This design comes from an exercise in tuning for small area, a short achievable clock period and few clock cycles per item on the open sky130 flow, not from production work. The RTL was checked by simulation tests, not by an equivalence proof against the original design. No activity file was given, so power comes from the tool's default toggle rates.

==> flow/design.v (outline; a module is shown in full before it is edited, if it fits) <==
// module matrix_mul: 1937 lines
module matrix_mul (
    input wire clk,
    input wire rst_n,
    input wire [127:0] matrix_a,
    input wire [127:0] matrix_b,
    input wire start,
    output wire done,
    output reg [255:0] result
);
  // ...
==> flow/run.sh <==
#!/bin/bash
# synth_recipe.tcl (not shown) runs the flow's synth.tcl, then flattens the netlist and writes it again
# the make line also repeats each setting of config.mk as NAME=value (left out here)
make -C /OpenROAD-flow-scripts/flow DESIGN_CONFIG=/design/flow/config.mk WORK_HOME=/design/flow/orfs CLKGATE_MAP_FILE= SYNTH_SCRIPT=/design/flow/synth_recipe.tcl finish
==> flow/config.mk <==
export PLATFORM = sky130hd
export DESIGN_NAME = matrix_mul
export DESIGN_NICKNAME = matrix_mul
export VERILOG_FILES = /design/flow/design.v
export SDC_FILE = /design/flow/constraint.sdc
export NUM_CORES = 4
export LEC_CHECK = 0
export CAP_MARGIN = 20
export CORE_MARGIN = 2
export CORE_UTILIZATION = 40
export SLEW_MARGIN = 20
==> flow/constraint.sdc <==
create_clock -name core_clock -period 8.0 [get_ports {clk}]
set_input_delay 1.6000 -clock core_clock [delete_from_list [all_inputs] [get_ports {clk}]]
set_output_delay 1.6000 -clock core_clock [all_outputs]
set_load 0.01 [all_outputs]
==> results.cfg, run 1 <==
[outcome]
status = no timing/DRC/antenna violations

[power_and_ir_drop]
switching_share = 0.502
top_power_group = combinational cells
switching_power_mw = 12.1
leakagePower_nw = 25.8

[synth]
synth_area_leaders = fa_1 35%, dfxtp_1 12%, ha_1 10%
synth_flop_cell = dfxtp_1
synth_compound_area_frac = 0.0988
yosys_warnings = 3

[place]
portBuffers = 515

[sta]
setup_viol = 0

[finish]
clkbuf_count = 58
multiInputGateArea_sq_um = 35200
insertedDiodeCount = 3
buffer_area_frac = 0.121
n_all_inverters = 1087

[route]
dr_wl_met2_microns = 68700
antenna_left = 0
m1WireLength_microns = 62500
wirelength_microns = 144000

[min_path]
hold_end = result[48]

[critical_path]
critPathMaxStageDelay_ns = 0.89
crit_family = adder cells
worst-path-max-fanout = 8

[floorplanning]
core-area_sq_um = 110000
floorplan.initialDensity = 0.402

[grt]
use_met3 = 0.0402
Testbench counts, summed over its fixed seeds: cycles 1,528, items 256.
==> run 2: changes to the inputs <==
--- a/flow/config.mk
+++ b/flow/config.mk
@@ -9,3 +9,4 @@
 export CORE_MARGIN = 2
 export CORE_UTILIZATION = 40
+export SETUP_SLACK_MARGIN = 1.5
 export SLEW_MARGIN = 20
==> run 2 against run 1 <==
Combinational power rose by 2%. Sequential share of layout area fell by 0.24 points. Via count rose by 1.3%. Hold slack got worse by 0.0018 ns. Largest power group unchanged. Highest routed layer unchanged. Clock power barely moved. First-iteration DRC count rose by 8.3%. Synthesized area did not move.
==> results.cfg, run 2 <==
[power_and_ir_drop]
irDropWorstVdd_uv = 318
leakagePower_nw = 26.5
p_per_area_nw_per_um2 = 439

[place]
dp_hpwl_microns = 115000
portBuffers = 515
place_congestion = 0.914

[clock_network]
cts_root_buf = clkbuf_16
cts_buffer_depth = 3
cts_tree = done
hold_buffers = 0
cts_buffers = 41
clkSinkCount = 260
clk_pin_slew_ns = 0.05
clk_latency_ns = 0.62
htree_levels = 2

[critical_path]
critPathLaunchType = primary input
cp.depth = 19
cp_cell_sequence = clkdlybuf4s50_1 -> a22o_1 -> a221oi_4 -> buf_8 -> nor2_1 -> fa_1 -> inv_1 -> fa_1 -> fa_1 -> fa_1 -> inv_1 -> ha_1 -> a2111oi_1 -> o211ai_1 -> nand3_1 -> a31oi_1 -> o21a_1 -> nor2_1 -> xnor2_1
worst-path-max-fanout = 32
r2r_cells = 20
crit_start = matrix_b[22]
crit_family = adder cells
r2r-end = result[239]
cp_slowest_cell = fa_1
critPathMaxStageDelay_ns = 0.55
cp-end-kind = flop
endpoint = result[46]
reg2reg_setup_slack_ns = 1.80
required_ns = 8.54
path_common_cell = fa_1
path_class = primary input to flop
crit_arrival_ns = 6.95
critical_path_buf_inv_count = 4
worstReg2RegStart = st[2]

[grt]
track_usage = 0.261
grt_max_degree = 97
antenna_found_initial = 8
grt_first_pass_wirelength_microns = 226000
overflow = 0
grt_pass1_vias = 38600

[sta]
maxSlewHeadroom = 0.366
setup_viol = 0
rsz0062_at_grt = true
fin_skew_ns = 0.0266
fmax_ghz = 0.156
hold_viol = 0
tns_ns = 0
final_max_slew_viol_count = 0
whs_ns = 0.594
worst_pin_slew_ns = 0.950
fin_crit_sh = 0.801
post-route-min-period_ns = 6.41

[finish]
top_regs = result: 256 flops, st: 4 flops
layout_common_cells = 1087 x inv_1, 1031 x nor2_1, 784 x fa_1, 515 x clkdlybuf4s50_1, 368 x ha_1
seq_area_sq_um = 5240
drive_gt1_frac = 0.0871
fill_cells = 10400
multiInputGateArea_sq_um = 35200
top_register = result
final_common_cell = inv_1
largest_register_ffs = 256
area_growth_pct = 25.6
final_util = 0.505
fin_nets = 7203

[synth]
synth_area_leaders = fa_1 35%, dfxtp_1 12%, ha_1 10%
synthDistinctLibCells = 75
syn_area_sq_um = 44400
yosys_warnings = 3
synth_largest_area_cell = fa_1
synthArstFlopShare = 0.0154
yosysMostFrequentCell = inv_1
yosysSeqAreaShare = 0.118
syn_inst = 5246
synth-seq-cells = 260
syn_nets = 6657
synth.avg_cell_area_sq_um = 8.46
synth_common_cells = 1087 x inv_1, 1032 x nor2_1, 784 x fa_1, 368 x ha_1, 256 x dfxtp_1
synth_edf_count = 0
synth_top_area_frac = 0.354
synth_flop_cell = dfxtp_1

[floorplanning]
dieWidth_microns = 337
floorplan.initialDensity = 0.402
die_area_sq_um = 114000
ios = 516
core-area_sq_um = 110000
die-height_microns = 337
num_rows = 122

[run]
maxCapViolCount = 0

[route]
antenna_left = 0
first_pass_iters = 5
wire_per_inst_microns = 20.3
vias_per_cell = 5.08
via_count = 37100
drc_errors = 0
dr.first_iter.drc_count = 2317
wirelength_microns = 148000

[outcome]
status = no timing/DRC/antenna violations

[min_path]
min-delay-start = result[48]
hold_path.class = flop to flop
==> run 2: how the worst min path moves through the flow <==
stage                        endpoint  slack [ns]  depth (start not counted)
after floorplan                 st[2]        0.37                          0
after global placement    result[160]        0.58                          2
after detailed placement   result[48]        0.58                          2
after CTS                  result[48]        0.60                          2
after global routing       result[48]        0.63                          2
final                      result[48]        0.59                          2
==> run 2: metal layers <==
layer  up-vias  GRT usage  share of wire
li1      17200          -              -
met1     18700      0.349           0.43
met2      1110      0.439           0.47
met3       180     0.0403          0.071
met4         2     0.0691          0.028
met5         -          0       0.000088
==> run 2: cells by family after synthesis <==
| kind of cell | count (synthesis) | synth area share |
|---|---|---|
| simple gates | 1644 | 0.168 |
| buf+inv | 1347 | 0.115 |
| fa+ha+maj | 1152 | 0.457 |
| compound gates | 627 | 0.0988 |
| flops | 260 | 0.118 |
| xor+xnor | 214 | 0.0422 |
| mux | 2 | 0.000451 |
==> run 2: where the power goes <==
group	switching [mW]	total (mW)	internal, mW
registers	0.704	2.93	2.23
logic	10.8	19.6	8.82
clock network	0.746	1.96	1.21
==> run 2: tightest hold or removal path, delay by kind of cell, from the launching register on <==
| family | cells | cell delay, ns |
|---|---|---|
| DFF | 1 | 0.32 |
| and+or+nand+nor | 1 | 0.13 |
| adders and majority gates | 1 | 0.12 |
==> run 2: timing repair <==
| action | 4_1_cts | 5_1_grt |
|---|---|---|
| resized for setup | 2 | 39 |
| gates cloned | 0 | 4 |
| setup buffers | 20 | 70 |
| pin swaps | 0 | 1 |
| endpoints found under the setup margin | 11 | 41 |
==> run 2: area by class of cell <==
cell class | instances | area share
diodes | 3 | 0.000135
clock buffers | 58 | 0.0217
clock inverters | 14 | 0.00382
inverters | 1087 | 0.0732
multi-input cells | 3640 | 0.632
flip-flops and latches | 260 | 0.0940
well taps | 1488 | 0.0334
repair buffers | 762 | 0.142
==> run 2: through the flow <==
step | std cells | instance area (sq um) | total power, mW | worst slack (ns)
CTS | 7235 | 54600 | 24.3 | 1.50
global placement | 7143 | 52900 | 21.8 | 0.713
finish | 7312 | 55700 | 24.5 | 1.59
floorplan | 5246 | 44400 | 16.4 | 1.60
detailed placement | 7143 | 52900 | 22.1 | 0.675
global route | 7309 | 55700 | 27.2 | 1.44
==> run 3: changes to the inputs <==
==> flow/flow/run.sh (new file) <==
#!/bin/bash
# The standard layout, with a 1x buffer (sky130_fd_sc_hd__buf_1) on every
# input and output port instead of the default delay buffer. make's output
# goes to standard.log; each ORFS step logs under orfs/logs/.
set -euo pipefail
export BUFFER_PORTS_ARGS="-buffer_cell sky130_fd_sc_hd__buf_1"
bash standard.sh finish > standard.log 2>&1
==> flow/standard.sh (new file) <==
#!/bin/bash
# synth_recipe.tcl (not shown) runs the flow's synth.tcl, then flattens the netlist and writes it again
# the make line also repeats each setting of config.mk as NAME=value (left out here)
make -C /OpenROAD-flow-scripts/flow DESIGN_CONFIG=/design/flow/config.mk WORK_HOME=/design/flow/orfs CLKGATE_MAP_FILE= SYNTH_SCRIPT=/design/flow/synth_recipe.tcl "${@:-finish}"
--- a/flow/config.mk
+++ b/flow/config.mk
@@ -9,4 +9,3 @@
 export CORE_MARGIN = 2
 export CORE_UTILIZATION = 40
-export SETUP_SLACK_MARGIN = 1.5
 export SLEW_MARGIN = 20
removed: flow/run.sh
==> run 3 against run 2 <==
Still clean on timing, DRC and antenna. Synthesized cell count did not move. Critical path depth fell by 1. First-iteration DRC count did not move. Cell count fell by 1.6%. Design area fell by 8.5%. Highest routed layer is now met4.
==> results.cfg, run 3 <==
[synth]
yosysSeqAreaShare = 0.118
synth_largest_area_cell = fa_1
synth_area_leaders = fa_1 35%, dfxtp_1 12%, ha_1 10%
synth.avg_cell_area_sq_um = 8.46
syn_area_sq_um = 44400
yosysMostFrequentCell = inv_1
syn_nets = 6657
synth-seq-cells = 260
yosys_warnings = 3
synth_flop_cell = dfxtp_1
synth_common_cells = 1087 x inv_1, 1032 x nor2_1, 784 x fa_1, 368 x ha_1, 256 x dfxtp_1
synthArstFlopShare = 0.0154
synth_top_area_frac = 0.354
synth_edf_count = 0
syn_inst = 5246
synthDistinctLibCells = 75

[clock_network]
cts_setup_buffers = 0
cts_buffer_depth = 3
post_cts_resized = 0
cts_root_buf = clkbuf_16
clk_latency_ns = 0.62
hold_buffers = 0
cts_buffers = 40
clkSinkCount = 260
htree_levels = 2
clk_pin_slew_ns = 0.05
cts_tree = done

[critical_path]
required_ns = 8.54
r2r_cells = 19
reg2reg_setup_slack_ns = 1.63
crit_arrival_ns = 6.94
r2r-end = result[46]
worst-path-max-fanout = 11
cp-end-kind = flop
worstReg2RegStart = st[2]
crit_start = matrix_a[106]
path_class = primary input to flop
critPathLaunchType = primary input

[place]
dp_hpwl_microns = 114000
dp_cells = 7123
portBuffers = 515
place_congestion = 0.897

[min_path]
hold_path.class = flop to flop
hold_end = result[224]
holdPathStages = 2
min-delay-start = result[224]

[sta]
rsz0062_at_grt = false
fin_skew_ns = 0.0291
hold_viol = 0
maxSlewHeadroom = 0.334
worst_pin_slew_ns = 0.999
final_max_slew_viol_count = 0
setup_viol = 0
fin_crit_sh = 0.799
fmax_ghz = 0.156
post-route-min-period_ns = 6.39
tns_ns = 0

[grt]
grt_pass1_vias = 38000
antenna_found_initial = 3
grt_first_pass_wirelength_microns = 222000
grt_max_degree = 78
track_usage = 0.255
overflow = 0

[power_and_ir_drop]
p_int_mw = 11.2
switching_share = 0.521
p_per_area_nw_per_um2 = 457
p_comb_frac = 0.791
clkPwrFrac = 0.087
irDropWorstVdd_uv = 332
seq_power_share = 0.122
switching_power_mw = 12.1
leakagePower_nw = 24.4

[route]
dr.first_iter.drc_count = 2317
first_pass_iters = 7
drc_errors = 0
antenna_left = 0
wirelength_microns = 142000
via_count = 36700
wire_per_inst_microns = 19.8
vias_per_cell = 5.10

[floorplanning]
core-area_sq_um = 110000
floorplan.initialDensity = 0.402
die_area_sq_um = 114000
num_rows = 122
dieWidth_microns = 337
ios = 516
die-height_microns = 337

[finish]
top_register = result
final_cells = 7197
fill_cells = 10800
area_growth_pct = 15.0
largest_register_ffs = 256
fin_nets = 7088
top_regs = result: 256 flops, st: 4 flops
drive_gt1_frac = 0.0680
final_common_cell = inv_1
layout_common_cells = 1087 x inv_1, 1032 x nor2_1, 784 x fa_1, 515 x buf_1, 368 x ha_1

[run]
maxCapViolCount = 0

[outcome]
status = no timing/DRC/antenna violations
run 3: cell counts after synthesis:
No cell type changed its count.
run 3: worst max-delay path by stage:
stage	slack, ns	end	cells after the start
after floorplan	1.60	result[127]	18
after global placement	1.09	result[61]	18
after detailed placement	1.06	result[207]	18
after CTS	1.62	result[78]	17
after global routing	1.24	result[127]	17
final	1.61	result[207]	18
run 3: per-stage QoR:
| step | setup slack [ns] | power [mW] | hold WS [ns] | instance area (sq um) | utilization |
|---|---|---|---|---|---|
| 2_1_floorplan | 1.60 | 16.4 | 0.370 | 44400 | - |
| 3_3_place_gp | 1.09 | 20.9 | 0.572 | 49600 | 0.449 |
| 3_5_place_dp | 1.06 | 21.2 | 0.591 | 49600 | 0.449 |
| 4_1_cts | 1.62 | 23.4 | 0.605 | 51000 | 0.462 |
| 5_1_grt | 1.24 | 26.0 | 0.647 | 51000 | 0.462 |
| 6_report | 1.61 | 23.3 | 0.596 | 51000 | 0.462 |
run 3: logic make-up (layout without fill, tap and decap cells):
| kind of cell | count (synthesis) | count (layout) | synth area share |
|---|---|---|---|
| muxes | 2 | 2 | 0.000451 |
| xor gates and xnor gates | 214 | 214 | 0.0422 |
| buffers and inverters | 1347 | 1809 | 0.115 |
| adders and majority gates | 1152 | 1152 | 0.457 |
| and+or+nand+nor | 1644 | 1644 | 0.168 |
| AOI/OAI and AO/OA | 627 | 627 | 0.0988 |
| other | 0 | 1 | 0 |
| DFF | 260 | 260 | 0.118 |
run 3: metal layers:
metal | GRT usage | vias to the layer above | part of all wire
li1 | - | 16900 | -
met1 | 0.345 | 18500 | 0.44
met2 | 0.419 | 1072 | 0.46
met3 | 0.0429 | 178 | 0.069
met4 | 0.0757 | 0 | 0.031
met5 | 0 | - | 0
run 3: layout make-up:
| cell class | count | area, sq um | share of cell area |
|---|---|---|---|
| inverters | 1087 | 4080 | 0.0800 |
| repair buffers | 649 | 3230 | 0.0632 |
| clock buffers | 56 | 1180 | 0.0232 |
| well taps | 1488 | 1860 | 0.0365 |
| clock inverters | 17 | 272 | 0.00532 |
| diodes | 1 | 2.50 | 0.0000490 |
| multi-input cells | 3639 | 35200 | 0.689 |
| flip-flops and latches | 260 | 5240 | 0.103 |
run 3: power by group through the flow:
stage | Sequential [mW] | Clock [mW] | Combinational [mW]
4_1_cts | 2.84 | 2.10 | 18.5
3_5_place_dp | 2.86 | 0 | 18.3
5_1_grt | 2.91 | 2.12 | 21.0
6_report | 2.84 | 2.03 | 18.4
3_3_place_gp | 2.86 | 0 | 18.1
2_1_floorplan | 2.84 | 0 | 13.5
run 3: critical path: stages:
cell	delay, ns
buf_1	0.08
a22o_1	0.34
a221oi_4	0.73
nor2_1	0.17
fa_1	0.57
inv_1	0.05
fa_1	0.44
fa_1	0.51
fa_1	0.54
inv_1	0.04
ha_1	0.32
and3_1	0.24
and3_1	0.20
a211o_1	0.26
a21oi_1	0.31
o21ai_0	0.17
a21oi_1	0.20
xnor2_1	0.13
==> run 4: changes to the inputs <==
==> flow/flow/run.sh (replaced) <==
#!/bin/bash
# The standard layout with two changes:
#  - every input and output port gets a 1x buffer (sky130_fd_sc_hd__buf_1)
#    instead of the default delay buffer;
#  - after synthesis, flow/fa_polarity.tcl picks the polarity of each full
#    adder so that fewer inverters sit between adders (no register changes).
# make's output goes to standard.log; each ORFS step logs under orfs/logs/.
set -euo pipefail
export BUFFER_PORTS_ARGS="-buffer_cell sky130_fd_sc_hd__buf_1"
export POST_SYNTH_TCL="$PWD/flow/fa_polarity.tcl"
bash standard.sh finish > standard.log 2>&1
==> flow/flow/fa_polarity.tcl (new file) <==
# Remove inverters around full-adder cells.
#
# A full adder is self-dual: FA(~a, ~b, ~c) = (~sum, ~cout). Yosys's adder
# extraction picks each adder's polarity on its own, which leaves inverters
# between adders. This chooses, for every sky130_fd_sc_hd__fa_* cell, whether
# to implement it as is or with all its inputs and outputs complemented, so
# that as few inverters as possible are needed, then rebuilds the inverters.
# Only combinational cells change; registers, ports and port nets do not.

proc fp_log {msg} { puts "fa_polarity: $msg" }

set fp_block [ord::get_db_block]
set fp_inv_master [[ord::get_db] findMaster sky130_fd_sc_hd__inv_1]

proc fp_is_inv {inst} {
  return [string match "sky130_fd_sc_hd__inv_*" [[$inst getMaster] getName]]
}
proc fp_is_fa {inst} {
  return [string match "sky130_fd_sc_hd__fa_*" [[$inst getMaster] getName]]
}
proc fp_pin {inst name} {
  foreach it [$inst getITerms] {
    if {[[$it getMTerm] getName] eq $name} { return $it }
  }
  return ""
}
proc fp_driver {net} {
  foreach it [$net getITerms] {
    if {[$it isOutputSignal]} { return $it }
  }
  return ""
}

# Inverters that are free to go: input and output nets are not port nets.
set fp_invs {}
foreach inst [$fp_block getInsts] {
  if {![fp_is_inv $inst]} { continue }
  set a [[fp_pin $inst A] getNet]
  set y [[fp_pin $inst Y] getNet]
  if {$a eq "" || $y eq ""} { continue }
  if {[llength [$a getBTerms]] || [llength [$y getBTerms]]} { continue }
  set ::fp_free([$inst getId]) 1
  lappend fp_invs $inst
}

# root and polarity of each net: follow free inverters back to their source.
proc fp_root {net} {
  set pol 0
  set n $net
  for {set i 0} {$i < 64} {incr i} {
    set d [fp_driver $n]
    if {$d eq ""} { break }
    set inst [$d getInst]
    if {![info exists ::fp_free([$inst getId])]} { break }
    set n [[fp_pin $inst A] getNet]
    set pol [expr {!$pol}]
  }
  return [list $n $pol]
}

# Loads: every input pin of a cell that is not a free inverter, and every
# output port, with the root net and polarity it needs.
# roots(net) -> list of {iterm pol fa_id}; fa_id is "" for a non-adder load.
array set fp_loads {}
array set fp_rootnet {}
set fp_nloads 0
foreach inst [$fp_block getInsts] {
  if {[info exists ::fp_free([$inst getId])]} { continue }
  set fa [expr {[fp_is_fa $inst] ? [$inst getId] : ""}]
  foreach it [$inst getITerms] {
    if {![$it isInputSignal]} { continue }
    set net [$it getNet]
    if {$net eq ""} { continue }
    lassign [fp_root $net] r pol
    set rid [$r getId]
    set fp_rootnet($rid) $r
    lappend fp_loads($rid) [list $it $pol $fa]
    incr fp_nloads
  }
}

# Adders: which roots they drive and which roots they read.
array set fp_flip {}
array set fp_drives {}
array set fp_reads {}
array set fp_drvfa {}
foreach inst [$fp_block getInsts] {
  if {![fp_is_fa $inst]} { continue }
  set id [$inst getId]
  set fp_flip($id) 0
  set fp_drives($id) {}
  set fp_reads($id) {}
  foreach p {SUM COUT} {
    set it [fp_pin $inst $p]
    set net [$it getNet]
    if {$net eq ""} { continue }
    set fp_drvfa([$net getId]) $id
    set fp_rootnet([$net getId]) $net
    lappend fp_drives($id) [$net getId]
  }
  foreach p {A B CIN} {
    set net [[fp_pin $inst $p] getNet]
    if {$net eq ""} { continue }
    lappend fp_reads($id) [[lindex [fp_root $net] 0] getId]
  }
}

proc fp_cost {rid} {
  if {![info exists ::fp_loads($rid)]} { return 0 }
  set phys 0
  if {[info exists ::fp_drvfa($rid)]} { set phys $::fp_flip($::fp_drvfa($rid)) }
  foreach l $::fp_loads($rid) {
    lassign $l it pol fa
    if {$fa ne ""} { set pol [expr {$pol ^ $::fp_flip($fa)}] }
    if {$pol != $phys} { return 1 }
  }
  return 0
}
proc fp_touch {id} {
  return [lsort -unique [concat $::fp_drives($id) $::fp_reads($id)]]
}

set fp_total 0
foreach rid [array names fp_loads] { incr fp_total [fp_cost $rid] }
fp_log "free inverters [llength $fp_invs], adders [array size fp_flip], inverted roots before $fp_total"

# Local search: flip an adder while that lowers the count.
for {set pass 0} {$pass < 20} {incr pass} {
  set gain 0
  foreach id [array names fp_flip] {
    set t [fp_touch $id]
    set before 0
    foreach r $t { incr before [fp_cost $r] }
    set fp_flip($id) [expr {!$fp_flip($id)}]
    set after 0
    foreach r $t { incr after [fp_cost $r] }
    if {$after < $before} {
      incr gain [expr {$before - $after}]
    } else {
      set fp_flip($id) [expr {!$fp_flip($id)}]
    }
  }
  fp_log "pass $pass: saved $gain"
  if {$gain == 0} { break }
}
set fp_total 0
foreach rid [array names fp_loads] { incr fp_total [fp_cost $rid] }
fp_log "inverted roots after $fp_total"

# Rebuild: drop the free inverters, connect each load to its root or to one
# new inverter of that root.
foreach inst $fp_invs {
  foreach it [$inst getITerms] { $it disconnect }
  odb::dbInst_destroy $inst
}
set fp_new 0
foreach rid [array names fp_loads] {
  set r $fp_rootnet($rid)
  set phys 0
  if {[info exists fp_drvfa($rid)]} { set phys $fp_flip($fp_drvfa($rid)) }
  set inv ""
  foreach l $fp_loads($rid) {
    lassign $l it pol fa
    if {$fa ne ""} { set pol [expr {$pol ^ $fp_flip($fa)}] }
    set old [$it getNet]
    if {$pol == $phys} {
      set want $r
    } else {
      if {$inv eq ""} {
        incr fp_new
        set inv [odb::dbNet_create $fp_block "fa_pol_n$fp_new"]
        set ii [odb::dbInst_create $fp_block $fp_inv_master "fa_pol_inv$fp_new"]
        [fp_pin $ii A] connect $r
        [fp_pin $ii Y] connect $inv
      }
      set want $inv
    }
    if {$old ne $want} {
      $it disconnect
      $it connect $want
    }
  }
}
# Nets left without pins: the inverters' old outputs.
set fp_gone 0
foreach net [$fp_block getNets] {
  if {[llength [$net getITerms]] == 0 && [llength [$net getBTerms]] == 0} {
    odb::dbNet_destroy $net
    incr fp_gone
  }
}
fp_log "removed $fp_gone empty nets"
fp_log "inverters now $fp_new"
==> run 4 against run 3 <==
The run now fails in netlist read-in after synthesis.
==> results.cfg, run 4 <==
[outcome]
status = stopped before the end
lastStage = netlist read-in after synthesis
toolErrorMsg = Error: synth_odb.tcl, 7 can't read "::fp_drives(3835)": no such variable

[synth]
yosys_warnings = 3
==> run 5: changes to the inputs <==
--- a/flow/config.mk
+++ b/flow/config.mk
@@ -8,4 +8,4 @@
 export CAP_MARGIN = 20
 export CORE_MARGIN = 2
-export CORE_UTILIZATION = 40
+export CORE_UTILIZATION = 60
 export SLEW_MARGIN = 20
==> run 5 against run 4 <==
The run again fails in netlist read-in after synthesis.
==> results.cfg, run 5 <==
[outcome]
status = stopped before the end
lastStage = netlist read-in after synthesis
toolErrorMsg = Error: synth_odb.tcl, 7 can't read "::fp_drives(3835)": no such variable

[synth]
yosys_warnings = 3
==> run 6: changes to the inputs <==
--- a/flow/flow/fa_polarity.tcl
+++ b/flow/flow/fa_polarity.tcl
@@ -7,4 +7,10 @@
 # that as few inverters as possible are needed, then rebuilds the inverters.
 # Only combinational cells change; registers, ports and port nets do not.
+
+# ORFS sources this from inside a proc; run it at global level instead.
+if {[info level] > 0} {
+  uplevel #0 [list source [info script]]
+  return
+}
 
 proc fp_log {msg} { puts "fa_polarity: $msg" }
==> run 6 against run 5 <==
The run now finishes clean.
==> results.cfg, run 6 <==
[outcome]
status = no timing/DRC/antenna violations

[route]
first_pass_iters = 5
wirelength_microns = 125000
dr.first_iter.drc_count = 2324
vias_per_cell = 5.91
wire_per_inst_microns = 22.0
via_count = 33600
drc_errors = 0
antenna_left = 0

[finish]
fin_nets = 6200
area_growth_pct = 13.6
top_register = result
top_regs = result: 256 flops, st: 4 flops
largest_register_ffs = 256
fill_cells = 5526
layout_common_cells = 1032 x nor2_1, 784 x fa_1, 515 x buf_1, 368 x ha_1, 256 x dfxtp_1
insertedDiodeCount = 0
final_common_cell = nor2_1
final_area_sq_um = 46600
drive_gt1_frac = 0.0812
final_cells = 5689

[floorplanning]
num_rows = 95
floorplan.initialDensity = 0.608
die_area_sq_um = 70500
core-area_sq_um = 67400
dieWidth_microns = 265
die-height_microns = 265
ios = 516

[sta]
fmax_ghz = 0.155
post-route-min-period_ns = 6.45
maxSlewHeadroom = 0.208
worst_pin_slew_ns = 1.19
whs_ns = 0.591
fin_crit_sh = 0.806
final_max_slew_viol_count = 0
hold_viol = 0
rsz0062_at_grt = false
fin_skew_ns = 0.0222
setup_viol = 0
tns_ns = 0

[clock_network]
cts_root_buf = clkbuf_16
clk_pin_slew_ns = 0.06
clkSinkCount = 260
cts_tree = done
cts_buffer_depth = 3
cts_buffers = 37
htree_levels = 2
hold_buffers = 0
clk_latency_ns = 0.59
post_cts_resized = 0
cts_setup_buffers = 0

[synth]
syn_nets = 5758
syn_area_sq_um = 41000
syn_inst = 4347
yosys_warnings = 3
synth.avg_cell_area_sq_um = 9.43

[critical_path]
cp-end-kind = flop
crit_arrival_ns = 6.92
reg2reg_setup_slack_ns = 1.55
required_ns = 8.47
path_class = flop to flop
worst-path-max-fanout = 38
critPathLaunchType = flop

[min_path]
hold_path.class = flop to flop

[run]
maxCapViolCount = 0

[grt]
grt_max_degree = 61
overflow = 0
track_usage = 0.367
grt_first_pass_wirelength_microns = 199000
grt_pass1_vias = 35200
antenna_found_initial = 2

[power_and_ir_drop]
p_int_mw = 11.0
irDropWorstVdd_uv = 447
leakagePower_nw = 22.7
clkPwrFrac = 0.080
fin_total_pwr_mw = 22.4
p_comb_frac = 0.794
switching_power_mw = 11.4
seq_power_share = 0.126
p_per_area_nw_per_um2 = 482
switching_share = 0.510

[place]
portBuffers = 515
dp_cells = 5623
place_area_sq_um = 45300
place_congestion = 0.908
dp_hpwl_microns = 99500
-- run 6: layout make-up --
class / instances / area (sq um) / share of cell area
inverter: 188 / 706 / 0.0151
tap: 873 / 1090 / 0.0234
clock buffer: 53 / 1070 / 0.0229
clock inverter: 13 / 228 / 0.00489
multi-input combinational: 3639 / 35200 / 0.755
sequential: 260 / 5240 / 0.112
timing repair buffer: 663 / 3100 / 0.0666
-- run 6: per-stage QoR --
stage / worst slack, ns / util
finish: 1.55 / 0.691
global route: 1.35 / 0.691
CTS: 1.62 / 0.691
detailed placement: 1.14 / 0.672
global placement: 1.14 / 0.672
floorplan: 1.72 / -
-- run 6: path summary, 6_finish.rpt --
path | startpoint | end | cells after the start
worst min register to register | result[0] | result[0] | 2
worst max register to register | st[3] | result[127] | 15
max in group asynchronous | rst_n | st[2] | 1
min in group asynchronous | rst_n | st[3] | 1
worst max-delay path | st[3] | result[127] | 15
worst min-delay path | result[0] | result[0] | 2
-- run 6: power by group through the flow --
stage                     Sequential [mW]  Clock [mW]  Combinational (mW)
final                                2.82        1.80                17.8
after global routing                 2.87        1.88                20.1
after CTS                            2.81        1.83                17.8
after detailed placement             2.82           0                17.6
after global placement               2.82           0                17.3
after floorplan                      2.84           0                13.2
-- run 6: critical path, cell delays in order (launching register included) --
cell,delay [ns]
dfrtp_4,0.81
buf_4,0.47
a221oi_4,0.77
buf_4,0.30
nor2_1,0.07
fa_1,0.52
fa_1,0.47
fa_1,0.50
fa_1,0.49
ha_1,0.35
nor2b_1,0.16
or2_1,0.22
a21o_1,0.19
a2111oi_0,0.53
o221ai_1,0.23
xnor2_1,0.16
-- run 6: layer usage --
| layer | track usage | vias up | wire length [microns] | part of all wire |
|---|---|---|---|---|
| met5 | 0 | - | 13 | 0.00010 |
| met4 | 0.121 | 2 | 4380 | 0.035 |
| met3 | 0.0684 | 219 | 10100 | 0.081 |
| met2 | 0.590 | 1317 | 58100 | 0.46 |
| met1 | 0.504 | 16900 | 52500 | 0.42 |
| li1 | - | 15200 | - | - |
==> run 7: changes to the inputs <==
--- a/flow/config.mk
+++ b/flow/config.mk
@@ -8,4 +8,5 @@
 export CAP_MARGIN = 20
 export CORE_MARGIN = 2
-export CORE_UTILIZATION = 60
+export CORE_UTILIZATION = 40
+export SETUP_SLACK_MARGIN = 1.0
 export SLEW_MARGIN = 20
==> run 7 against run 6 <==
Maximum frequency up 2.4%. Routed wire length grew 7.1%. Sequential power about the same. Flip-flop and latch count unchanged. Die area up 49%. Highest routed layer is now met4. Critical path depth stayed put. Still clean.
==> results.cfg, run 7 <==
[outcome]
status = no timing/DRC/antenna violations

[critical_path]
critPathLaunchType = flop
cp-end-kind = flop
worst-path-max-fanout = 29
crit_arrival_ns = 6.83
required_ns = 8.53
path_class = flop to flop

[route]
first_pass_iters = 5
antenna_left = 0
dr.first_iter.drc_count = 2203
vias_per_cell = 5.39
wire_per_inst_microns = 21.7
wirelength_microns = 134000
via_count = 33300
drc_errors = 0

[power_and_ir_drop]
p_comb_frac = 0.790
p_per_area_nw_per_um2 = 480
irDropWorstVdd_uv = 273
switching_power_mw = 11.6
p_int_mw = 11.1
clkPwrFrac = 0.085
seq_power_share = 0.125
leakagePower_nw = 22.8
switching_share = 0.511

[finish]
final_util = 0.466
layout_common_cells = 1032 x nor2_1, 784 x fa_1, 515 x buf_1, 368 x ha_1, 256 x dfxtp_1
top_register = result
fin_nets = 6201
drive_gt1_frac = 0.0824
area_growth_pct = 15.7
top_regs = result: 256 flops, st: 4 flops
largest_register_ffs = 256
final_common_cell = nor2_1

[place]
place_congestion = 0.894
portBuffers = 515
dp_hpwl_microns = 108000

[run]
maxCapViolCount = 0

[floorplanning]
die-height_microns = 324
die_area_sq_um = 105000
floorplan.initialDensity = 0.403
dieWidth_microns = 324
ios = 516
num_rows = 117
core-area_sq_um = 102000

[sta]
worst_pin_slew_ns = 1.10
tns_ns = 0
setup_viol = 0
fin_crit_sh = 0.788
post-route-min-period_ns = 6.30
final_max_slew_viol_count = 0
fmax_ghz = 0.159
hold_viol = 0
maxSlewHeadroom = 0.264
rsz0062_at_grt = false
fin_skew_ns = 0.0228

[synth]
syn_inst = 4347
syn_nets = 5758
yosys_warnings = 3
synth.avg_cell_area_sq_um = 9.43
syn_area_sq_um = 41000

[clock_network]
htree_levels = 2
hold_buffers = 0
cts_tree = done
cts_root_buf = clkbuf_16
post_cts_resized = 0
cts_buffers = 39
clkSinkCount = 260
clk_latency_ns = 0.60
clk_pin_slew_ns = 0.06
cts_setup_buffers = 0
cts_buffer_depth = 3

[grt]
antenna_found_initial = 4
grt_first_pass_wirelength_microns = 208000
grt_pass1_vias = 35100
track_usage = 0.261
grt_max_degree = 119
overflow = 0

[min_path]
hold_path.class = flop to flop
[run 7: final timing paths]
kind                            start          end  slack, ns  cells after the start
hold reg to reg            result[80]   result[80]       0.60                      2
min in group asynchronous       rst_n        st[2]       0.82                      1
max in group asynchronous       rst_n        st[0]       6.93                      1
setup / recovery                st[2]  result[207]       1.70                     15
setup reg to reg                st[2]  result[207]       1.70                     15
hold / removal             result[80]   result[80]       0.60                      2
[run 7: layout make-up]
| type | instances | area [sq um] |
|---|---|---|
| sequential | 260 | 5240 |
| fill | 9809 | 54300 |
| inverter | 188 | 706 |
| clock buffer | 49 | 1060 |
| multi-input combinational | 3639 | 35200 |
| timing repair buffer | 662 | 3240 |
| antenna | 1 | 2.50 |
| clock inverter | 20 | 317 |
| tap | 1368 | 1710 |
[run 7: layer usage]
metal / part of all wire / vias to the layer above / track usage / wire length (microns)
met1: 0.43 / 16900 / 0.351 / 57600
met3: 0.078 / 171 / 0.0560 / 10400
met2: 0.46 / 1141 / 0.419 / 61400
met5: 0 / - / 0 / 0
li1: - / 15100 / - / -
met4: 0.034 / 0 / 0.0823 / 4530
[run 7: per-stage QoR]
step	std cells	worst slack [ns]	cell area [sq um]	hold slack (ns)	total power [mW]
2_1_floorplan	4347	1.72	41000	0.370	16.0
3_3_place_gp	6115	1.06	46000	0.573	20.4
3_5_place_dp	6116	0.998	46000	0.588	20.7
4_1_cts	6185	1.63	47400	0.609	22.9
5_1_grt	6187	1.31	47400	0.632	25.3
6_report	6187	1.70	47400	0.596	22.8
[run 7: critical path, cell delays in order (launching register included)]
cell,delay (ns)
dfrtp_4,0.73
buf_4,0.44
a221oi_4,0.96
buf_4,0.34
nor2_1,0.09
fa_1,0.52
fa_1,0.47
fa_1,0.51
fa_1,0.49
ha_1,0.37
and3_1,0.18
a211o_1,0.26
a21oi_1,0.31
o21ai_0,0.17
a21oi_1,0.19
xnor2_1,0.13
[run 7: power by group through the flow]
| stage | registers, mW | clock network (mW) | logic [mW] |
|---|---|---|---|
| finish | 2.84 | 1.94 | 18.0 |
| floorplan | 2.84 | 0 | 13.2 |
| detailed placement | 2.86 | 0 | 17.8 |
| global placement | 2.85 | 0 | 17.6 |
| global route | 2.91 | 2.04 | 20.3 |
| CTS | 2.84 | 2.00 | 18.0 |
==> run 8: changes to the inputs <==
--- a/flow/config.mk
+++ b/flow/config.mk
@@ -6,7 +6,7 @@
 export NUM_CORES = 4
 export LEC_CHECK = 0
+export ABC_AREA = 1
 export CAP_MARGIN = 20
 export CORE_MARGIN = 2
 export CORE_UTILIZATION = 40
-export SETUP_SLACK_MARGIN = 1.0
 export SLEW_MARGIN = 20
==> run 8 against run 7 <==
Still clean on timing, DRC and antenna. Count of clock-buffer cells in the layout rose by 8. Clock power rose by 2%. Hold slack got worse by 0.010 ns. Critical path depth rose by 2. First-iteration DRC count rose by 27%. Combinational power rose by about 10%. Synthesized area rose by 12%. Synthesized cell count rose by 40%. Sequential power barely moved. Power rose by 8.4%. Critical path type unchanged. Critical endpoint is now result[191].
==> results.cfg, run 8 <==
[min_path]
holdPathStages = 3
hold_end = result[64]
hold_path.class = flop to flop
min-delay-start = result[64]

[finish]
area_growth_pct = 10.6
final_common_cell = nand2_1
final_area_sq_um = 50700
top_register = result
top_regs = result: 256 flops, st: 4 flops
seq_area_sq_um = 5240
layout_common_cells = 1530 x nand2_1, 1272 x nor2_1, 946 x inv_1, 784 x fa_1, 515 x buf_1
drive_gt1_frac = 0.0393
final_util = 0.445
fin_nets = 7899
largest_register_ffs = 256
multiInputGateArea_sq_um = 35800
fill_cells = 11700

[critical_path]
path_class = flop to flop
critPathLaunchType = flop
r2r-end = result[191]
cp-end-kind = flop
crit_arrival_ns = 6.29
worstReg2RegStart = st[2]
required_ns = 8.50
r2r_cells = 17
reg2reg_setup_slack_ns = 2.20
worst-path-max-fanout = 43

[sta]
worst_pin_slew_ns = 1.20
rsz0062_at_grt = false
post-route-min-period_ns = 5.80
fin_skew_ns = 0.0360
fin_crit_sh = 0.724
setup_viol = 0
tns_ns = 0
maxSlewHeadroom = 0.202
hold_viol = 0
final_max_slew_viol_count = 0
fmax_ghz = 0.173

[clock_network]
cts_tree = done
post_cts_resized = 0
cts_buffers = 41
clk_pin_slew_ns = 0.05
cts_buffer_depth = 3
cts_root_buf = clkbuf_16
htree_levels = 2
clk_latency_ns = 0.64
hold_buffers = 0
clkSinkCount = 260
cts_setup_buffers = 0

[synth]
syn_nets = 7494
yosys_warnings = 3
syn_area_sq_um = 45800
synth.avg_cell_area_sq_um = 7.53
syn_inst = 6083

[grt]
antenna_found_initial = 6
grt_max_degree = 48
track_usage = 0.267
overflow = 0
grt_first_pass_wirelength_microns = 240000
grt_pass1_vias = 40700

[route]
vias_per_cell = 5.00
wire_per_inst_microns = 19.3
via_count = 40100
dr.first_iter.drc_count = 2794
drc_errors = 0
first_pass_iters = 5
antenna_left = 0
wirelength_microns = 155000

[power_and_ir_drop]
irDropWorstVdd_uv = 270
switching_share = 0.570
seq_power_share = 0.116
p_int_mw = 10.6
clkPwrFrac = 0.080
leakagePower_nw = 28.8
p_comb_frac = 0.804
switching_power_mw = 14.1
p_per_area_nw_per_um2 = 487

[floorplanning]
ios = 516
core-area_sq_um = 114000
floorplan.initialDensity = 0.402
num_rows = 124
dieWidth_microns = 342
die-height_microns = 342
die_area_sq_um = 117000

[outcome]
status = no timing/DRC/antenna violations

[place]
place_area_sq_um = 49100
portBuffers = 515
place_congestion = 0.932
dp_hpwl_microns = 123000

[run]
maxCapViolCount = 0
run 8: worst max path at each step:
stage | startpoint | to | slack, ns | cells past startpoint
3_3_place_gp | matrix_a[32] | result[94] | 1.61 | 16
3_5_place_dp | matrix_a[32] | result[95] | 1.64 | 17
6_report | st[2] | result[191] | 2.20 | 17
2_1_floorplan | matrix_a[31] | result[47] | 2.73 | 17
4_1_cts | st[2] | result[191] | 2.19 | 17
5_1_grt | st[2] | result[191] | 1.93 | 17
run 8: layer usage:
layer	track usage	vias to the layer above	share of wire	wire, microns
met5	0	-	0	0
met4	0.0677	0	0.027	4130
met3	0.0510	177	0.078	12100
met2	0.429	1384	0.45	70200
met1	0.369	19600	0.44	68600
li1	-	19000	-	-
run 8: power groups by stage:
stage / clock network (mW) / registers, mW / logic [mW]
after floorplan: 0 / 2.85 / 14.6
after global placement: 0 / 2.90 / 19.5
after detailed placement: 0 / 2.89 / 19.7
after CTS: 2.04 / 2.88 / 19.9
after global routing: 2.09 / 2.93 / 22.8
final: 1.98 / 2.87 / 19.8
run 8: final cells by class:
cell class                      count  area share
Clock inverter                     17     0.00432
Tap cell                         1512      0.0373
Sequential cell                   260       0.103
Multi-Input combinational cell   4632       0.707
Clock buffer                       57      0.0239
Antenna cell                        1   0.0000494
Inverter                          947      0.0702
Timing Repair Buffer              606      0.0540
run 8: through the flow:
| stage | power (mW) | hold slack [ns] | setup WS [ns] | instances |
|---|---|---|---|---|
| global placement | 22.4 | 0.568 | 1.61 | 7952 |
| floorplan | 17.4 | 0.370 | 2.73 | 6083 |
| CTS | 24.8 | 0.592 | 2.19 | 8026 |
| detailed placement | 22.6 | 0.577 | 1.64 | 7952 |
| global route | 27.8 | 0.631 | 1.93 | 8031 |
| finish | 24.7 | 0.585 | 2.20 | 8032 |
run 8: critical path: stages (launching register included):
cell and delay (ns):
dfrtp_4 0.68, buf_4 0.36, a22o_1 0.26, nor2_4 0.85, nor2_1 0.31, fa_1 0.58
fa_1 0.47, fa_1 0.52, fa_1 0.49, ha_1 0.37, nand2_1 0.13, inv_1 0.06
nand2_1 0.06, nand2_1 0.08, a21oi_1 0.19, nand2_1 0.08, nand2_1 0.06, nand2_1 0.04
==> run 9: changes to the inputs <==
--- a/flow/config.mk
+++ b/flow/config.mk
@@ -6,5 +6,5 @@
 export NUM_CORES = 4
 export LEC_CHECK = 0
-export ABC_AREA = 1
+export ABC_CLOCK_PERIOD_IN_PS = 4000
 export CAP_MARGIN = 20
 export CORE_MARGIN = 2
==> run 9 against run 8 <==
Still clean on timing, DRC and antenna. Non-clock buffer count increased by 56. Utilization is 2.1 points higher. Design area is 6.4% lower. Global-route usage shrank 0.62 points. Setup slack got worse by 0.50 ns. Combinational power shrank 9%. Via count shrank 17%. Cell count shrank 23%. Synthesized area fell by 10%. First-iteration DRC count decreased by 21%. Clock skew shrank 0.013 ns. Power shrank 7.8%. Critical endpoint is now result[207]. Largest cell class unchanged. Largest power group unchanged.
==> results.cfg, run 9 <==
[grt]
grt_first_pass_wirelength_microns = 208000
antenna_found_initial = 4
overflow = 0
grt_pass1_vias = 35100
track_usage = 0.261
grt_max_degree = 119

[clock_network]
clkSinkCount = 260
hold_buffers = 0
htree_levels = 2
cts_setup_buffers = 0
clk_latency_ns = 0.60
post_cts_resized = 0
cts_buffer_depth = 3
cts_root_buf = clkbuf_16
cts_buffers = 39
clk_pin_slew_ns = 0.06
cts_tree = done

[route]
dr.first_iter.drc_count = 2203
wirelength_microns = 134000
antenna_left = 0
wire_per_inst_microns = 21.7
first_pass_iters = 5
drc_errors = 0
via_count = 33300
vias_per_cell = 5.39

[place]
dp_hpwl_microns = 108000
place_congestion = 0.894
dp_cells = 6116
portBuffers = 515
place_area_sq_um = 46000

[critical_path]
critPathLaunchType = flop
required_ns = 8.53
r2r_cells = 15
worstReg2RegStart = st[2]
r2r-end = result[207]
critPathMaxStageDelay_ns = 0.96
cp.depth = 15
reg2reg_setup_slack_ns = 1.70
cp_cell_sequence = buf_4 -> a221oi_4 -> buf_4 -> nor2_1 -> fa_1 -> fa_1 -> fa_1 -> fa_1 -> ha_1 -> and3_1 -> a211o_1 -> a21oi_1 -> o21ai_0 -> a21oi_1 -> xnor2_1
critical_path_buf_inv_count = 2
cp_slowest_cell = a221oi_4
worst-path-max-fanout = 29
crit_arrival_ns = 6.83
crit_start = st[2]
path_common_cell = fa_1
cp-end-kind = flop
path_class = flop to flop
crit_family = adder cells

[sta]
setup_viol = 0
post-route-min-period_ns = 6.30
maxSlewHeadroom = 0.264
fin_crit_sh = 0.788
rsz0062_at_grt = false
fin_skew_ns = 0.0228
hold_viol = 0
worst_pin_slew_ns = 1.10
whs_ns = 0.596
final_max_slew_viol_count = 0
tns_ns = 0
fmax_ghz = 0.159

[min_path]
min-delay-start = result[80]
hold_end = result[80]
holdPathStages = 2
hold_path.class = flop to flop

[finish]
final_cells = 6187
top_regs = result: 256 flops, st: 4 flops
fill_cells = 9809
fin_nets = 6201
area_growth_pct = 15.7
largest_register_ffs = 256
final_common_cell = nor2_1
top_register = result
final_area_sq_um = 47400
layout_common_cells = 1032 x nor2_1, 784 x fa_1, 515 x buf_1, 368 x ha_1, 256 x dfxtp_1
final_util = 0.466
drive_gt1_frac = 0.0824

[floorplanning]
die-height_microns = 324
num_rows = 117
ios = 516
floorplan.initialDensity = 0.403
dieWidth_microns = 324
die_area_sq_um = 105000
core-area_sq_um = 102000

[synth]
yosys_warnings = 3
syn_inst = 4347
syn_area_sq_um = 41000
syn_nets = 5758
synth.avg_cell_area_sq_um = 9.43

[power_and_ir_drop]
irDropWorstVdd_uv = 273
leakagePower_nw = 22.8
p_per_area_nw_per_um2 = 480

[run]
maxCapViolCount = 0

[outcome]
status = no timing/DRC/antenna violations
-- run 9: layout make-up --
cell class / count / area (sq um) / area share
Multi-Input combinational cell: 3639 / 35200 / 0.741
Sequential cell: 260 / 5240 / 0.110
Timing Repair Buffer: 662 / 3240 / 0.0682
Tap cell: 1368 / 1710 / 0.0361
Clock buffer: 49 / 1060 / 0.0224
Inverter: 188 / 706 / 0.0149
Clock inverter: 20 / 317 / 0.00667
Antenna cell: 1 / 2.50 / 0.0000528
-- run 9: layer usage --
layer	track usage	part of all wire	wire length, microns
met1	0.351	0.43	57600
met2	0.419	0.46	61400
met3	0.0560	0.078	10400
met4	0.0823	0.034	4530
met5	0	0	0
-- run 9: per-stage QoR --
| step | setup WS [ns] | power, mW |
|---|---|---|
| 5_1_grt | 1.31 | 25.3 |
| 2_1_floorplan | 1.72 | 16.0 |
| 4_1_cts | 1.63 | 22.9 |
| 3_5_place_dp | 0.998 | 20.7 |
| 6_report | 1.70 | 22.8 |
| 3_3_place_gp | 1.06 | 20.4 |
-- run 9: worst max-delay path by stage --
stage,end,slack (ns)
6_report,result[207],1.70
5_1_grt,result[255],1.31
4_1_cts,result[78],1.63
3_5_place_dp,result[78],1.0
3_3_place_gp,result[78],1.06
2_1_floorplan,result[127],1.72
-- run 9: tightest hold or removal path, cell delays in order (launching register included) --
cell and delay, ns:
dfxtp_1 0.32, nor2b_1 0.13, ha_1 0.12
-- run 9: power by group --
| part | internal, mW | switching (mW) | total, mW | leakage (nW) |
|---|---|---|---|---|
| Clock | 1.20 | 0.746 | 1.94 | 0.677 |
| Sequential | 2.23 | 0.609 | 2.84 | 2.20 |
| Combinational | 7.72 | 10.3 | 18.0 | 20.0 |
| Total | 11.1 | 11.6 | 22.8 | 22.8 |
==> run 10: changes to the inputs <==
--- a/flow/config.mk
+++ b/flow/config.mk
@@ -6,5 +6,4 @@
 export NUM_CORES = 4
 export LEC_CHECK = 0
-export ABC_CLOCK_PERIOD_IN_PS = 4000
 export CAP_MARGIN = 20
 export CORE_MARGIN = 2
==> run 10 against run 9 <==
Still clean. Maximum frequency unchanged. Global-route usage unchanged. Count of clock-buffer cells in the layout stayed put. Critical path type unchanged. Critical endpoint unchanged. Largest cell class unchanged.
==> results.cfg, run 10 <==
[route]
vias_per_cell = 5.39
drc_errors = 0
antenna_left = 0
dr.first_iter.drc_count = 2203
first_pass_iters = 5
wirelength_microns = 134000
via_count = 33300
wire_per_inst_microns = 21.7

[critical_path]
cp_cell_sequence = buf_4 -> a221oi_4 -> buf_4 -> nor2_1 -> fa_1 -> fa_1 -> fa_1 -> fa_1 -> ha_1 -> and3_1 -> a211o_1 -> a21oi_1 -> o21ai_0 -> a21oi_1 -> xnor2_1
critPathLaunchType = flop
path_class = flop to flop
cp-end-kind = flop
worst-path-max-fanout = 29
crit_arrival_ns = 6.83
path_common_cell = fa_1
critical_path_buf_inv_count = 2
required_ns = 8.53
cp_slowest_cell = a221oi_4
crit_family = adder cells
critPathMaxStageDelay_ns = 0.96

[finish]
layout_common_cells = 1032 x nor2_1, 784 x fa_1, 515 x buf_1, 368 x ha_1, 256 x dfxtp_1
drive_gt1_frac = 0.0824
final_cells = 6187
final_common_cell = nor2_1
top_regs = result: 256 flops, st: 4 flops
fin_nets = 6201
top_register = result
fill_cells = 9809
final_area_sq_um = 47400
largest_register_ffs = 256
area_growth_pct = 15.7

[sta]
whs_ns = 0.596
maxSlewHeadroom = 0.264
tns_ns = 0
post-route-min-period_ns = 6.30
fin_crit_sh = 0.788
final_max_slew_viol_count = 0
setup_slack_ns = 1.70
fin_skew_ns = 0.0228
hold_viol = 0
rsz0062_at_grt = false
fmax_ghz = 0.159
setup_viol = 0
worst_pin_slew_ns = 1.10

[floorplanning]
die_area_sq_um = 105000
die-height_microns = 324
core-area_sq_um = 102000
dieWidth_microns = 324
ios = 516
floorplan.initialDensity = 0.403
num_rows = 117

[synth]
syn_nets = 5758
synth.avg_cell_area_sq_um = 9.43
syn_inst = 4347
yosys_warnings = 3
syn_area_sq_um = 41000

[clock_network]
cts_setup_buffers = 0
clkSinkCount = 260
cts_root_buf = clkbuf_16
hold_buffers = 0
cts_tree = done
cts_buffers = 39
clk_pin_slew_ns = 0.06
post_cts_resized = 0
clk_latency_ns = 0.60
htree_levels = 2
cts_buffer_depth = 3

[power_and_ir_drop]
p_per_area_nw_per_um2 = 480
irDropWorstVdd_uv = 273
leakagePower_nw = 22.8

[place]
place_congestion = 0.894
dpl_worst_slack_ns = 0.998
dp_cells = 6116
place_area_sq_um = 46000
portBuffers = 515
dp_hpwl_microns = 108000

[grt]
overflow = 0
antenna_found_initial = 4
grt_max_degree = 119
grt_first_pass_wirelength_microns = 208000
grt_pass1_vias = 35100
track_usage = 0.261

[outcome]
status = no timing/DRC/antenna violations

[run]
maxCapViolCount = 0

[min_path]
hold_path.class = flop to flop
run 10: path summary, 6_finish.rpt:
| path | from | endpoint | slack [ns] | depth (start not counted) |
|---|---|---|---|---|
| min in group asynchronous | rst_n | st[2] | 0.82 | 1 |
| hold / removal | result[80] | result[80] | 0.60 | 2 |
| setup reg to reg | st[2] | result[207] | 1.70 | 15 |
| setup / recovery | st[2] | result[207] | 1.70 | 15 |
| max in group asynchronous | rst_n | st[0] | 6.93 | 1 |
| hold reg to reg | result[80] | result[80] | 0.60 | 2 |
run 10: where the power goes:
group          internal [mW]  leakage (nW)  switching [mW]  total (mW)
logic                   7.72          20.0            10.3        18.0
clock network           1.20         0.677           0.746        1.94
registers               2.23          2.20           0.609        2.84
run 10: stage by stage:
step / utilization / power [mW]
6_report: 0.466 / 22.8
5_1_grt: 0.466 / 25.3
3_5_place_dp: 0.453 / 20.7
2_1_floorplan: - / 16.0
4_1_cts: 0.466 / 22.9
3_3_place_gp: 0.452 / 20.4
run 10: final cells by class:
type                            instances  area (sq um)  share of cell area
Inverter                              188           706              0.0149
Clock inverter                         20           317             0.00667
Clock buffer                           49          1060              0.0224
Antenna cell                            1          2.50           0.0000528
Multi-Input combinational cell       3639         35200               0.741
Tap cell                             1368          1710              0.0361
Timing Repair Buffer                  662          3240              0.0682
Sequential cell                       260          5240               0.110
run 10: worst reg2reg max path: stages, from the launching register on:
cell and delay [ns]:
dfrtp_4 0.73, buf_4 0.45, a221oi_4 1.00, buf_4 0.36
nor2_1 0.09, fa_1 0.52, fa_1 0.47, fa_1 0.51
fa_1 0.49, ha_1 0.37, and3_1 0.18, a211o_1 0.26
a21oi_1 0.31, o21ai_0 0.17, a21oi_1 0.19, xnor2_1 0.13
run 10: routing by layer:
| layer | GRT usage | wire length, microns |
|---|---|---|
| met1 | 0.351 | 57600 |
| met2 | 0.419 | 61400 |
| met3 | 0.0560 | 10400 |
| met4 | 0.0823 | 4530 |
| met5 | 0 | 0 |

## re-timing with driven ports
The flow's constraints put no driver on any port. The routed layouts listed below were extracted and timed again, unchanged, in two steps. Step 1 (the two cells are an assumption about what drives the block):
set clk [get_ports {clk}]
set_driving_cell -lib_cell sky130_fd_sc_hd__clkbuf_16 $clk
set_driving_cell -lib_cell sky130_fd_sc_hd__buf_2 [delete_from_list [all_inputs] $clk]
Step 2 moves the port delays by t, midway between the first and last clock arrival at a register: inputs arrive t later, outputs are due t later. That takes back most of the time a late clock gives input paths. Three values: ideal ports, drivers, drivers and shift; two values: the first two.
run | t, ns | setup WS [ns] | worst register clock-pin slew, ns | worst slew at a driven data input, ns
run 1 | 0.677 | 1.245 / 1.287 / 0.610 | 0.06 / 0.06 | 0.18
run 2 | 0.676 | 1.592 / 1.631 / 0.955 | 0.06 / 0.06 | 0.19
run 3 | 0.679 | 1.606 / 1.629 / 0.977 | 0.07 / 0.07 | 0.10
run 6 | 0.645 | 1.550 / 1.550 / 1.054 | 0.06 / 0.06 | 0.10
run 7 | 0.662 | 1.700 / 1.700 / 1.093 | 0.07 / 0.07 | 0.17
run 8 | 0.694 | 2.205 / 2.205 / 1.599 | 0.06 / 0.06 | 0.10
run 9 | 0.662 | 1.700 / 1.700 / 1.093 | 0.07 / 0.07 | 0.17
run 10 | 0.662 | 1.700 / 1.700 / 1.093 | 0.07 / 0.07 | 0.17
After both steps every run listed still meets setup and hold. For run 2, which loses most, drivers alone change the setup slack by +0.039 ns; drivers and shift together by -0.637 ns.
